Source: an optimization exercise on an open RTL-to-GDS flow (aim: small area, a short achievable clock period and few clock cycles). Production flows keep margins and buffers that such runs may drop.
Only simulation tests tie the RTL to the original design; equivalence was not proved.
Power is estimated from default activity; no workload was simulated.

### design.v
module ALU(
  input  logic [31:0] a,
  input  logic [31:0] b,
  input  logic        sub,       
  input  logic        sra,       
  input  logic        shl,       
  input  logic        rAdd, rSlt, rSltu, rXor, rOr, rAnd, rShr, rShl, rB,
  output logic [31:0] alures);
  logic        lts, ltu;
  logic [32:0] sum;
  assign sum = {1'b0, a} + {1'b0, b ^ {32{sub}}} + {32'b0, sub};
  assign ltu = ~sum[32];
  assign lts = (a[31] ^ b[31]) ? a[31] : sum[31];
  logic [31:0] shIn, shOut, shlOut;
  always_comb
    for (int k = 0; k < 32; k = k + 1) shIn[k] = shl ? a[31 - k] : a[k];
  assign shOut = $unsigned($signed({sra & a[31], shIn}) >>> b[4:0]);
  always_comb
    for (int k = 0; k < 32; k = k + 1) shlOut[k] = shOut[31 - k];
  assign alures = ({32{rAdd}} & sum[31:0]) |
                  ({32{rXor}} & (a ^ b)) |
                  ({32{rOr}}  & (a | b)) |
                  ({32{rAnd}} & (a & b)) |
                  ({32{rShr}} & shOut) |
                  ({32{rShl}} & shlOut) |
                  ({32{rB}}   & b) |
                  {31'b0, (rSlt & lts) | (rSltu & ltu)};
endmodule
module addInst(
  input  logic [11:0] a,
  input  logic [11:0] b,
  output logic [12:0] sum);
  assign sum = {1'b0, a} + {1'b0, b};
endmodule
module branchUnit(
  input  logic [2:0]  funct3,
  input  logic [31:0] rs1,
  input  logic [31:0] rs2,
  output logic        p,
  output logic        y,
  output logic        z);
  logic eqHi, eqLo, ltHi, ltLo;
  assign eqHi = rs1[31:16] == rs2[31:16];
  assign eqLo = rs1[15:0] == rs2[15:0];
  assign ltLo = rs1[15:0] < rs2[15:0];
  assign ltHi = {~funct3[1] ^ rs1[31], rs1[30:16]} < {~funct3[1] ^ rs2[31], rs2[30:16]};
  assign p = funct3[2] & ltHi;
  assign y = eqHi;
  assign z = funct3[2] ? ltLo : eqLo;
endmodule
module controlUnit(
  input  logic [31:0] inst,
  output logic        regWr,      
  output logic        isLoad,
  output logic        isStore,
  output logic        isBranch,
  output logic        isJal,
  output logic        isJalr,
  output logic        isAuipc,
  output logic        useRs2,     
  output logic [3:0]  aluOp,      
  output logic        passB);     
  logic [6:0] op;
  logic [2:0] f3;
  logic isLui, isOpImm, isOp;
  assign op = inst[6:0];
  assign f3 = inst[14:12];
  assign isLui    = op == 7'b0110111;
  assign isAuipc  = op == 7'b0010111;
  assign isJal    = op == 7'b1101111;
  assign isJalr   = op == 7'b1100111;
  assign isBranch = op == 7'b1100011;
  assign isLoad   = op == 7'b0000011;
  assign isStore  = op == 7'b0100011;
  assign isOpImm  = op == 7'b0010011;
  assign isOp     = op == 7'b0110011;
  assign regWr  = (isLui | isAuipc | isJal | isJalr | isLoad | isOpImm | isOp) && inst[11:7] != 5'd0;
  assign useRs2 = isOp | isBranch | isStore;
  assign aluOp  = isOp    ? {inst[30], f3} :
                  isOpImm ? {(f3 == 3'b101) & inst[30], f3} : 4'b0000;
  assign passB  = isLui | isAuipc | isJal | isJalr;
endmodule
module ImmGen(
  input  logic [31:0] inst,
  output logic [31:0] immExt);
  logic [6:0] op;
  assign op = inst[6:0];
  always_comb begin
    case (op)
      7'b0100011: immExt = {{20{inst[31]}}, inst[31:25], inst[11:7]};                        
      7'b1100011: immExt = {{19{inst[31]}}, inst[31], inst[7], inst[30:25], inst[11:8], 1'b0};  
      7'b0110111,
      7'b0010111: immExt = {inst[31:12], 12'b0};                                                
      7'b1101111: immExt = {{11{inst[31]}}, inst[31], inst[19:12], inst[20], inst[30:21], 1'b0};  
      default:    immExt = {{20{inst[31]}}, inst[31:20]};                                       
    endcase
  end
endmodule
module nextAddr(
  input  logic [31:0] pc,
  input  logic [31:0] imm,
  output logic [31:0] pc4,
  output logic [31:0] tgt);
  assign pc4 = pc + 32'd4;
  assign tgt = pc + imm;
endmodule
module addrHigh(
  input  logic [19:0] a,
  input  logic        carry,
  input  logic        neg,
  output logic [19:0] hi);
  logic [19:0] inc, dec;
  always_comb
    for (int k = 0; k < 20; k = k + 1) begin
      inc[k] = a[k] ^ (k == 0 ? 1'b1 : &(a | ~((20'd1 << k) - 20'd1)));
      dec[k] = a[k] ^ (k == 0 ? 1'b1 : ~|(a & ((20'd1 << k) - 20'd1)));
    end
  always_comb begin
    case ({carry, neg})
      2'b10:   hi = inc;
      2'b01:   hi = dec;
      default: hi = a;
    endcase
  end
endmodule
module progCount(addressIn, addressOut, clk, rst);
  input logic clk;
  input logic rst;
  input logic [31:0] addressIn;
  output logic [31:0] addressOut;
  always @(posedge clk or posedge rst) begin
    if (rst)
      addressOut <= 32'b0;
    else
      addressOut <= addressIn;
  end
endmodule
module RegisterFile (
    input  logic        clk,
    input  logic        we,
    input  logic [4:0]  wrAddr,
    input  logic [31:0] wrData,
    input  logic [4:0]  rdAddr1,
    input  logic [4:0]  rdAddr2,
    output logic [31:0] rdData1,
    output logic [31:0] rdData2);
  logic [31:1][31:0] regs;
  genvar i;
  for (i = 1; i < 32; i = i + 1) begin : g_reg
    always_ff @(posedge clk)
      if (we && wrAddr == i) regs[i] <= wrData;
  end
  logic [31:0] sel1, sel2;
  always_comb
    for (int k = 0; k < 32; k = k + 1) begin
      sel1[k] = rdAddr1 == k;
      sel2[k] = rdAddr2 == k;
    end
  logic [10:0][31:0] g1, g2;
  genvar j;
  for (j = 0; j < 11; j = j + 1) begin : g_grp
    always_comb begin
      g1[j] = 32'b0;
      g2[j] = 32'b0;
      for (int m = 0; m < 3; m = m + 1)
        if (3 * j + m >= 1 && 3 * j + m < 32) begin
          g1[j] = g1[j] | ({32{sel1[3 * j + m]}} & regs[3 * j + m]);
          g2[j] = g2[j] | ({32{sel2[3 * j + m]}} & regs[3 * j + m]);
        end
    end
  end
  always_comb begin
    rdData1 = 32'b0;
    rdData2 = 32'b0;
    for (int k = 0; k < 11; k = k + 1) begin
      rdData1 = rdData1 | g1[k];
      rdData2 = rdData2 | g2[k];
    end
  end
endmodule
module loadStoreUnit(
  input  logic [2:0]  funct3,
  input  logic        store,
  input  logic [1:0]  addrLo,
  input  logic [31:0] dataWr,
  input  logic [31:0] memRdata,
  output logic [31:0] memWdata,
  output logic [3:0]  memWstrb,
  output logic [31:0] dataRd);
  logic [7:0]  byteRd;
  logic [15:0] halfRd;
  always_comb begin
    case (addrLo)
      2'b00:   byteRd = memRdata[7:0];
      2'b01:   byteRd = memRdata[15:8];
      2'b10:   byteRd = memRdata[23:16];
      default: byteRd = memRdata[31:24];
    endcase
    halfRd = addrLo[1] ? memRdata[31:16] : memRdata[15:0];
    case (funct3)
      3'b000:  dataRd = {{24{byteRd[7]}}, byteRd};
      3'b001:  dataRd = {{16{halfRd[15]}}, halfRd};
      3'b100:  dataRd = {24'h0, byteRd};
      3'b101:  dataRd = {16'h0, halfRd};
      default: dataRd = memRdata;
    endcase
  end
  always_comb begin
    case (funct3[1:0])
      2'b00: begin
        memWdata = {4{dataWr[7:0]}};
        memWstrb = 4'b0001 << addrLo;
      end
      2'b01: begin
        memWdata = {2{dataWr[15:0]}};
        memWstrb = addrLo[1] ? 4'b1100 : 4'b0011;
      end
      default: begin
        memWdata = dataWr;
        memWstrb = 4'b1111;
      end
    endcase
    if (!store) memWstrb = 4'b0000;
  end
endmodule
module procMonoc(
  input  logic        clk,
  input  logic        rst,
  output logic [31:0] imem_addr,
  input  logic [31:0] imem_rdata,
  output logic [31:0] dmem_addr,
  output logic [31:0] dmem_wdata,
  output logic [3:0]  dmem_wstrb,
  output logic        dmem_we,
  input  logic [31:0] dmem_rdata);
  logic [31:0] aE;        
  logic [31:0] bE;        
  logic [11:0] addrLoE;   
  logic        carryE;    
  logic        negE;      
  logic [31:0] tgtE;      
  logic [4:0]  rdE;
  logic        wrE, ldE, stE, brE, jalrE;
  logic        subE, sraE, shlE, rAddE, rSltE, rSltuE, rXorE, rOrE, rAndE, rShrE, rShlE, rBE;
  logic        pE, yE, zE;  
  logic [2:0]  f3E;
  logic [31:0] aluRes, ldData, wbData, npc, addr;
  logic [19:0] addrHi;
  logic        taken;
  addrHigh ah(.a(aE[31:12]), .carry(carryE), .neg(negE), .hi(addrHi));
  assign addr = {addrHi, addrLoE};
  assign taken = f3E[0] ^ (pE | (yE & zE));
  always_comb begin
    if (jalrE)              npc = {addr[31:1], 1'b0};
    else if (brE & ~taken)  npc = bE;
    else                    npc = tgtE;
  end
  assign imem_addr = npc;
  ALU alu(.a(aE), .b(bE), .sub(subE), .sra(sraE), .shl(shlE), .rAdd(rAddE), .rSlt(rSltE), .rSltu(rSltuE),
          .rXor(rXorE), .rOr(rOrE), .rAnd(rAndE), .rShr(rShrE), .rShl(rShlE), .rB(rBE), .alures(aluRes));
  loadStoreUnit lsu(.funct3(f3E), .store(stE), .addrLo(addrLoE[1:0]), .dataWr(bE), .memRdata(dmem_rdata),
                    .memWdata(dmem_wdata), .memWstrb(dmem_wstrb), .dataRd(ldData));
  assign dmem_addr = addr;
  assign dmem_we   = stE;
  assign wbData = ({32{ldE}} & ldData) | aluRes;
  logic [31:0] inst, imm, rd1, rd2, rs1v, rs2v, pc4, tgt, bOther;
  logic        regWr, isLoad, isStore, isBranch, isJal, isJalr, isAuipc, useRs2, passB;
  logic        useB, p, y, z;
  logic [12:0] addrLo;
  logic [3:0]  aluOp;
  assign inst = imem_rdata;
  controlUnit cu(.inst(inst), .regWr(regWr), .isLoad(isLoad), .isStore(isStore), .isBranch(isBranch),
                 .isJal(isJal), .isJalr(isJalr), .isAuipc(isAuipc), .useRs2(useRs2), .aluOp(aluOp),
                 .passB(passB));
  ImmGen ig(.inst(inst), .immExt(imm));
  RegisterFile rf(.clk(clk), .we(wrE), .wrAddr(rdE), .wrData(wbData),
                  .rdAddr1(inst[19:15]), .rdAddr2(inst[24:20]), .rdData1(rd1), .rdData2(rd2));
  assign rs1v = (wrE && rdE == inst[19:15]) ? wbData : rd1;
  assign rs2v = (wrE && rdE == inst[24:20]) ? wbData : rd2;
  branchUnit bu(.funct3(inst[14:12]), .rs1(rs1v), .rs2(rs2v), .p(p), .y(y), .z(z));
  logic [11:0] imm12;
  assign imm12  = {inst[31:25], (inst[5] & ~inst[6]) ? inst[11:7] : inst[24:20]};
  addInst alo(.a(rs1v[11:0]), .b(imm12), .sum(addrLo));
  logic [31:0] tImm;
  assign tImm = ~inst[2] ? {{19{inst[31]}}, inst[31], inst[7], inst[30:25], inst[11:8], 1'b0} :
                 inst[3] ? {{11{inst[31]}}, inst[31], inst[19:12], inst[20], inst[30:21], 1'b0} :
                           {inst[31:12], 12'b0};
  nextAddr na(.pc(npc), .imm(tImm), .pc4(pc4), .tgt(tgt));
  assign bOther = (isJal | isJalr | isBranch) ? pc4 : isAuipc ? tgt : imm;
  assign useB   = useRs2 & ~isBranch;    
  always_ff @(posedge clk or posedge rst) begin
    if (rst) begin
      tgtE   <= 32'b0;    
      brE    <= 1'b0;
      jalrE  <= 1'b0;
      wrE    <= 1'b0;
      stE    <= 1'b0;
    end else begin
      tgtE   <= (isJal | isBranch) ? tgt : pc4;
      brE    <= isBranch;
      jalrE  <= isJalr;
      wrE    <= regWr;
      stE    <= isStore;
    end
  end
  always_ff @(posedge clk) begin
    aE      <= rs1v;
    bE      <= useB ? rs2v : bOther;
    addrLoE <= addrLo[11:0];
    carryE  <= addrLo[12];
    negE    <= inst[31];
    pE      <= p;
    yE      <= y;
    zE      <= z;
    rdE     <= inst[11:7];
    ldE     <= isLoad;
    f3E     <= inst[14:12];
    subE    <= aluOp[3] | (aluOp[2:1] == 2'b01);
    sraE    <= aluOp[3];
    shlE    <= aluOp[2:0] == 3'b001;
    rAddE   <= ~passB & ~isLoad & aluOp[2:0] == 3'b000;
    rSltE   <= aluOp[2:0] == 3'b010;
    rSltuE  <= aluOp[2:0] == 3'b011;
    rXorE   <= aluOp[2:0] == 3'b100;
    rShrE   <= aluOp[2:0] == 3'b101;
    rOrE    <= aluOp[2:0] == 3'b110;
    rAndE   <= aluOp[2:0] == 3'b111;
    rShlE   <= aluOp[2:0] == 3'b001;
    rBE     <= passB;
  end
endmodule
### flow/run.sh
#!/bin/bash
# Layout: the standard flow (standard.sh, unchanged synthesis), with
#  - the timing repair aiming at a shorter period than the clock constraint:
#    the repair's setup margin (SETUP_SLACK_MARGIN) is set from flow/margin.txt;
#  - the port buffers (still one on every input and output) made from
#    sky130_fd_sc_hd__buf_4 instead of the delay-buffer cell buffer_ports
#    picks by default.
# make's full output goes to flow_make.log; ORFS writes each step's log under
# orfs/logs/.
set -euo pipefail
cd "$(dirname "$0")/.."
MARGIN=$(cat flow/margin.txt)
EXTRA="SETUP_SLACK_MARGIN=$MARGIN BUFFER_PORTS_ARGS='-buffer_cell sky130_fd_sc_hd__buf_4'"
sed -E "s/\"\\\$\{@:-finish\}\"/$EXTRA \"\${@:-finish}\"/" standard.sh > flow_std.sh
grep -q "BUFFER_PORTS_ARGS='-buffer_cell sky130_fd_sc_hd__buf_4' " flow_std.sh
bash flow_std.sh > flow_make.log 2>&1
### flow/margin.txt
8
### standard.sh
#!/bin/bash
# synth_recipe.tcl (not shown) runs the flow's synth.tcl, then flattens the netlist and writes it again
# the make line also repeats each setting of config.mk as NAME=value (left out here)
make -C /OpenROAD-flow-scripts/flow DESIGN_CONFIG=/design/flow/config.mk WORK_HOME=/design/flow/orfs CLKGATE_MAP_FILE= SYNTH_SCRIPT=/design/flow/synth_recipe.tcl "${@:-finish}"
### config.mk
export PLATFORM = sky130hd
export DESIGN_NAME = procMonoc
export DESIGN_NICKNAME = procMonoc
export VERILOG_FILES = /design/flow/design.v
export SDC_FILE = /design/flow/constraint.sdc
export NUM_CORES = 4
export LEC_CHECK = 0
export CAP_MARGIN = 20
export CORE_MARGIN = 2
export CORE_UTILIZATION = 55
export SLEW_MARGIN = 20
export SYNTH_HIERARCHICAL = 1
export TNS_END_PERCENT = 0
### constraint.sdc
create_clock -name core_clock -period 12.5 [get_ports {clk}]
set_input_delay 2.5000 -clock core_clock [delete_from_list [all_inputs] [get_ports {clk}]]
set_output_delay 2.5000 -clock core_clock [all_outputs]
set_load 0.01 [all_outputs]
==> impl_results.md, run 1 <==
* ANT nets after route at 0
* Buf/Inv on CP at 4
* Syn Inst Count at 5495
* Leading area contributor after synthesis: edfxtp_1
* WP data arrival at 6.71 ns
* Share of cells above drive strength 1 at 19.0%
* Reg2reg end: pE
* Simple-Gate Fraction of Synth Area at 13.5%
* CTS Buf Count at 114
* Wire per inst at 43.5 microns
* Final setup violation count at 0
* Grt total ovfl at 0
* Delay-heaviest family, CP: simple AND/OR/NAND/NOR gates
* Gate power share at 30.8%
* Hold Path Sink: aE[16]
* Nets@finish at 5862
* Largest net degree at the start of global routing at 69
* Mean Syn Cell Area at 11.4 sq um
* Antenna violations before repair at 22
* Htree depth at 3
* Core box area at 113000 sq um
* Multi-input logic area at 28600 sq um
* FF-to-FF path depth at 21
* First-pass GRT wire length at 424000 microns
* Die H at 341 microns
* Crit-path slowest cell: and2_1
* # DRC at 0
* Int Pwr at 7.75 mW
* Clk buf depth at 3
* # rows at 123
* Most frequent cells in the layout: edfxtp_1, a22oi_1, buf_4
* Fillers at 8895
* Global Route Usage Sum at 52.3%
* Internal reg-to-reg setup slack at 6.56 ns
* Seq/Total Area, Yosys at 52.3%
* Layout area overhead at 13.8%
* DR vias/cell at 8.04
* Type of the most critical hold path: register to register
* Post-synthesis mux area share at 4.86%
* Pwr dens at 169 nW/um^2
* Setup TNS at 0 ns
* Area share of the largest cell type after synthesis at 47.6%
* Status: timing/DRC/antenna clean
* Max cap viols at 0
* Crit path max fanout at 20
* Final hold viol count at 0
* P_leak at 26.1 nW
* Vias in the first global route at 54000
* Dpl cells at 6897
* Hold_ws at 0.789 ns
* Final WL at 314000 microns
* Peak supply drop at 0.145 mV
* RR Startpoint: bE[4]
* Post-synth EDFFs at 992
* Post-Syn Area at 62600 sq um
* Detailed Place HPWL at 185000 microns
* # IOs at 167
* Clk latency of the worst-skew pair at 0.77 ns
* YS warnings at 12
* Port bufs at 166
* RePlAce Congestion at 1.03
* Switch Pwr at 4.29 mW
* Routed via count at 58100
* Fin. max-slew vios at 0
* Crit-path cells: buf_4, nor2b_4, buf_4, and2_1, buf_4, a22oi_1, nand4_1, or4_1, o21ai_0, o21ai_0, inv_1, ha_1, nand3_1, nor2_1, a221o_1, o21ai_0, o2111a_1
* Non-filler instance count after layout at 7227
* Period minus WS final at 5.99 ns
* CTS tree: yes
* Period utilization at 47.9%
* Dominant cells by area after synthesis: edfxtp_1, a22oi_1, ha_1, dfxtp_1, and3_1
* Slew HR at 23.1%
* Clock-pin slew on the worst setup and hold paths at 0.07 ns
* Synth unique cells at 119
* Clock power frac at 29.0%
* Worst hold stages at 4
* FFs w/ async S/R, synth at 3.19%
* Reg area at 32700 sq um
* Commonest non-fill, non-tap cell in the layout: edfxtp_1
* CP Launch Type: input port
* Ys flop type: edfxtp_1
* Hold path start: rf.regs[816]
* Required time worst endpoint at 13.21 ns
* CTS root buf: clkbuf_16
* Drt initial violations at 12600
* Max incr delay on CP at 0.85 ns
* Yosys reg bits at 1129
* Switch share at 35.7%
* Clock skew at 0.0512 ns
* Fmax at 167 MHz
* Largest family of logic cells by synthesized area: compound AO/OA/AOI/OAI gates
* Area fraction in compound gates after synthesis at 19.3%
* RSZ-0062 raised after global routing: yes
* Sink Count at 1129
* Synth Area in XOR/XNOR at 2.10%
* Initial Util at 55.6%
* Flop pwr share at 40.2%
* Hold buffer count at cts at 0
* DRT Pass-1 Iters at 13
* Setup crit end kind: register
* WS Path Type: input port to register
* Synth Area in Adders at 3.67%
* Syn_nets at 5743
* Die area at 116000 sq um
* Die X-Extent at 341 microns
* Least-Margin Pin Slew at 1.15 ns
## metrics by stage
| step | instance area (sq um) | util [%] | worst slack [ns] | power, mW |
|---|---|---|---|---|
| floorplan | 63000 | - | 6.87 | 6.71 |
| global placement | 65700 | 58.3 | 5.13 | 8.01 |
| detailed placement | 65700 | 58.3 | 5.11 | 8.03 |
| CTS | 70700 | 62.8 | 6.66 | 11.7 |
| global route | 71200 | 63.2 | 6.55 | 12.2 |
| finish | 71200 | 63.2 | 6.51 | 12.0 |
## layer usage
layer | part of all wire (%) | track usage [%]
met5 | 0.12 | 0.940
met4 | 10 | 41.3
met3 | 18 | 24.5
met2 | 40 | 73.3
met1 | 32 | 61.7
## cells in the mapped netlist (15+ instances only)
library cell	number
a21oi_1	213
nor3b_1	15
edfxtp_1	992
a31oi_1	17
o211ai_1	64
and2_1	54
dfxtp_1	101
nor2_1	152
and3_1	305
nor2b_1	69
a2bb2oi_1	18
nand3_1	210
or4_1	72
ha_1	179
mux2_2	82
buf_6	29
nor3_1	43
xnor2_1	67
buf_1	31
o21ai_0	145
a2111oi_0	85
o221ai_1	42
a222oi_1	30
a22o_1	18
inv_1	170
a221oi_1	29
a22oi_1	731
mux4_2	31
dfrtp_1	36
nand2b_1	32
buf_4	26
mux2_1	32
nand4_1	152
xor2_1	83
nand2_1	323
o21ai_1	24
clkbuf_1	293
mux2i_1	83
buf_2	58
a21o_1	68
## power by group through the flow
stage / Combinational, mW / Clock [mW] / Sequential (mW)
2_1_floorplan: 1.86 / 0 / 4.84
3_5_place_dp: 3.11 / 0 / 4.92
5_1_grt: 3.80 / 3.60 / 4.84
4_1_cts: 3.41 / 3.45 / 4.84
6_report: 3.71 / 3.49 / 4.85
3_3_place_gp: 3.09 / 0 / 4.92
## worst max path at each step
stage,cells past startpoint,slack [ns],start,to
after floorplan,15,6.87,imem_rdata[19],carryE
after global placement,16,5.13,imem_rdata[20],zE
after detailed placement,16,5.11,imem_rdata[20],zE
after CTS,9,6.66,carryE,imem_addr[22]
after global routing,9,6.55,carryE,imem_addr[22]
final,17,6.51,imem_rdata[20],pE
## state kept, by name, summed over array words and instances (netlist names), 3 cells and up
| register | count |
|---|---|
| rf.regs | 992 |
| addrLoE | 12 |
| rdE | 5 |
| aE | 32 |
| f3E | 3 |
| bE | 32 |
| tgtE | 32 |
## Yosys stat by module, one instance, submodules excluded
module / copies in the design / area (sq um)
branchUnit: 1 / 825
addrHigh: 1 / 694
ImmGen: 1 / 393
RegisterFile: 1 / 42700
controlUnit: 1 / 183
ALU: 1 / 7110
loadStoreUnit: 1 / 1180
nextAddr: 1 / 2200
addInst: 1 / 626
procMonoc: 1 / 6690
## area by class of cell
| type | count | area share, % |
|---|---|---|
| Clock buffer | 145 | 4.29 |
| Sequential cell | 1129 | 46.0 |
| Clock inverter | 66 | 0.924 |
| Tap cell | 1500 | 2.64 |
| Inverter | 174 | 1.07 |
| Timing Repair Buffer | 411 | 4.71 |
| Timing Repair inverter | 28 | 0.197 |
| Multi-Input combinational cell | 3756 | 40.1 |
| Antenna cell | 18 | 0.0633 |
## worst min-delay path, stage by stage (launching register included)
cell      delay, ns
edfxtp_1       0.35
nand2_1        0.05
nand4_1        0.06
or4_1          0.14
mux2_1         0.15
## what timing repair did
item | 4_1_cts | 5_1_grt
buffers inserted | 41 | 30
endpoints found under the setup margin | 1172 | 1115
pin swaps | 10 | 9
gates cloned | 27 | 3
resized for setup | 218 | 62
## cell families (layout without fill, tap and decap cells)
logic type / Yosys count / after routing
compound gates: 1649 / 1649
xor+xnor: 150 / 150
fa+ha+maj: 182 / 182
buf+inv: 612 / 824
flops: 1129 / 1129
mux: 239 / 239
other cells: 1 / 19
simple gates: 1533 / 1535
Testbench counts, summed over its fixed seeds: cycles 212,704.
==> inputs of run 2 (changes only) <==
--- a/config.mk
+++ b/config.mk
@@ -8,5 +8,5 @@
 export CAP_MARGIN = 20
 export CORE_MARGIN = 2
-export CORE_UTILIZATION = 55
+export CORE_UTILIZATION = 35
 export SLEW_MARGIN = 20
 export SYNTH_HIERARCHICAL = 1
==> impl_results.md, run 2 <==
* Required time worst endpoint at 13.14 ns
* Mean Syn Cell Area at 11.4 sq um
* Detailed Place HPWL at 206000 microns
* Share of cells above drive strength 1 at 19.7%
* Pwr dens at 170 nW/um^2
* Die area at 182000 sq um
* Largest net degree at the start of global routing at 64
* Clock-pin slew on the worst setup and hold paths at 0.06 ns
* Initial Util at 35.2%
* Nets@finish at 5881
* Ys flop type: edfxtp_1
* Clk latency of the worst-skew pair at 0.80 ns
* Most common cell in the synthesized netlist: edfxtp_1
* Max cap viols at 0
* Synth unique cells at 119
* Port bufs at 166
* Syn_nets at 5743
* Internal reg-to-reg setup slack at 6.69 ns
* Slew HR at 20.9%
* Vias in the first global route at 53900
* Worst hold stages at 4
* Leading area contributor after synthesis: edfxtp_1
* Area share of the largest cell type after synthesis at 47.6%
* Hold Path Sink: aE[20]
* Most frequent cells in the layout: edfxtp_1, a22oi_1, buf_4
* Reg2reg end: pE
* Least-Margin Pin Slew at 1.19 ns
* DRT Pass-1 Iters at 12
* Largest Register: rf.regs
* WS Path Type: input port to register
* Finished Core Util at 40.9%
* # IOs at 167
* FF-to-FF path depth at 18
* Reg area at 32700 sq um
* Post-synth EDFFs at 992
* P_leak at 26.4 nW
* CTS tree: yes
* Seq/Total Area, Yosys at 52.3%
* Fmax at 168 MHz
* Type of the most critical hold path: register to register
* Core box area at 178000 sq um
* CTS root buf: clkbuf_16
* Fin. max-slew vios at 0
* RePlAce Congestion at 1.04
* First-pass GRT wire length at 449000 microns
* CP startpoint: imem_rdata[18]
* WP data arrival at 6.59 ns
* CTS Buf Count at 115
* FFs w/ async S/R, synth at 3.19%
* Final hold viol count at 0
* Drt initial violations at 11400
* ANT nets after route at 0
* Yosys reg bits at 1129
* Fillers at 17000
* Largest register FFs at 992
* Post-Syn Area at 62600 sq um
* Die X-Extent at 427 microns
* Final WL at 340000 microns
* RSZ-0062 raised after global routing: yes
* Multi-input logic area at 28700 sq um
* Sink Count at 1129
* Status: timing/DRC/antenna clean
* Commonest non-fill, non-tap cell in the layout: edfxtp_1
* Syn Inst Count at 5495
* Clock skew at 0.0699 ns
* Wire per inst at 42.0 microns
* Die H at 427 microns
* Layout area overhead at 16.4%
* YS warnings at 12
* Period minus WS final at 5.95 ns
* Antenna violations before repair at 28
* Clk buf depth at 3
* Setup crit end kind: register
* Period utilization at 47.6%
* # DRC at 0
* Setup TNS at 0 ns
* RR Startpoint: bE[11]
* # rows at 155
* Htree depth at 3
* Dominant cells by area after synthesis: edfxtp_1, a22oi_1, ha_1, dfxtp_1, and3_1
* Crit path max fanout at 30
* Global Route Usage Sum at 35.8%
* Synth cell count leaders: edfxtp_1, a22oi_1, nand2_1
* Final setup violation count at 0
* DR vias/cell at 7.18
* Routed via count at 58200
* Grt total ovfl at 0
* Peak supply drop at 0.128 mV
* CP Launch Type: input port
* Hold path start: rf.regs[180]
-- run 2: changes by cell type in the layout (fill, tap and decap cells not counted), moves of 4 or more --
cell and change:
and2_1 -4, and2_2 -5, and2_4 +12, buf_12 +4, buf_4 +5, buf_6 +6, bufinv_16 +8, clkbuf_1 -9
clkbuf_8 -5, clkinv_2 +4, clkinv_4 -5, clkinvlp_4 +5, dfxtp_1 -10, dfxtp_2 +10
-- run 2: worst max path at each step --
stage	end	slack, ns	depth (start not counted)
after floorplan	carryE	6.87	15
after global placement	zE	5.13	17
after detailed placement	zE	5.10	16
after CTS	imem_addr[22]	6.67	9
after global routing	pE	6.62	18
final	addrLoE[9]	6.55	14
-- run 2: where the power goes --
group	switching (mW)	internal, mW	total (mW)	leakage, nW
logic	2.64	1.17	3.81	14.3
registers	0.178	4.69	4.87	10.2
clock network	1.61	2.05	3.66	1.89
total	4.43	7.91	12.3	26.4
-- run 2: per-module statistics from Yosys (local to each module, per instance) --
| module | flops+latches | times used |
|---|---|---|
| RegisterFile | 992 | 1 |
| ALU | 0 | 1 |
| procMonoc | 137 | 1 |
| nextAddr | 0 | 1 |
| loadStoreUnit | 0 | 1 |
| branchUnit | 0 | 1 |
| addrHigh | 0 | 1 |
| addInst | 0 | 1 |
| ImmGen | 0 | 1 |
| controlUnit | 0 | 1 |
-- run 2: what timing repair did --
action | CTS | global route
endpoints found under the setup margin | 1140 | 851
hold buffers | 0 | 0
endpoints found under the hold margin | 0 | 0
pin swaps | 15 | 14
gates resized for setup | 234 | 96
setup buffers | 55 | 35
gates cloned | 25 | 5
-- run 2: final cells by class --
class	count	share of cell area [%]
Antenna cell	17	0.0584
Clock inverter	83	1.33
Sequential cell	1129	45.0
Multi-Input combinational cell	3757	39.4
Tap cell	2355	4.05
Timing Repair inverter	27	0.186
Clock buffer	131	4.03
Inverter	174	1.04
Timing Repair Buffer	429	4.94
-- run 2: critical path: stages --
cell and delay [ns]:
buf_6 0.16, nor3b_2 0.21, buf_6 0.24, and2_4 0.33, buf_4 0.33, a22oi_2 0.21
nand4_1 0.14, or4_4 0.62, mux2_4 0.39, ha_4 0.25, a21o_1 0.19, a41o_1 0.29
or4_1 0.49, o311ai_1 0.11
-- run 2: metrics by stage --
step                      cells  instance area [sq um]  total power, mW  setup slack, ns  hold slack (ns)
after global placement     7750                  66700             8.13             5.13            0.774
after CTS                  8044                  72100             12.0             6.67            0.797
after floorplan            5495                  63000             6.71             6.87            0.601
after detailed placement   7750                  66700             8.15             5.10            0.770
after global routing       8087                  72800             12.6             6.62            0.868
final                      8102                  72800             12.3             6.55            0.838
-- run 2: routing by layer --
layer  part of all wire [%]  vias up  global-route usage (%)  wire length [microns]
met5                   0.17        -                    1.80                    579
met2                     41     5906                    51.9                 141000
li1                       -    22100                       -                      -
met3                     16     1619                    15.2                  52800
met1                     34    28500                    42.8                 116000
met4                    8.7       33                    24.3                  29600
-- run 2: cells by family after synthesis --
kind of cell | share of synthesized area (%)
multiplexers | 4.86
buffers and inverters | 4.29
flip-flops | 52.3
AND/OR/NAND/NOR | 13.5
other | 0.00599
AO/OA/AOI/OAI | 19.3
XOR/XNOR | 2.10
adder cells (fa/ha/maj) | 3.67

[re-timing with driven ports]
How much do the figures lean on ideal ports? The routed layouts below were timed once more, with nothing changed but the port constraints.
Step 1 sets driving cells, clkbuf_16 on the clock port and buf_2 on the other inputs (assumed; they add their load-dependent delay and slew).
Step 2, shift: input delay + t, output delay - t, t = (earliest + latest rising clock arrival at the registers) / 2. This alone moves slack from input paths to output paths.
a / b / c = ideal / step 1 / step 2; a / b = the first two.
run | t, ns | slack for setup (ns) | latest minus earliest clock arrival (ns) | slew at the worst register clock pin (ns) | cell pins on the clock port's net
run 1 | 0.814 | 6.506 / 6.533 / 5.736 | 0.051 / 0.052 | 0.07 / 0.07 | 1
run 2 | 0.841 | 6.546 / 6.576 / 5.744 | 0.070 / 0.070 | 0.08 / 0.08 | 1
After both steps setup and hold are still met in every run listed. The setup slack of run 2, which loses most, moves by +0.030 ns with the drivers and by -0.802 ns with both steps.
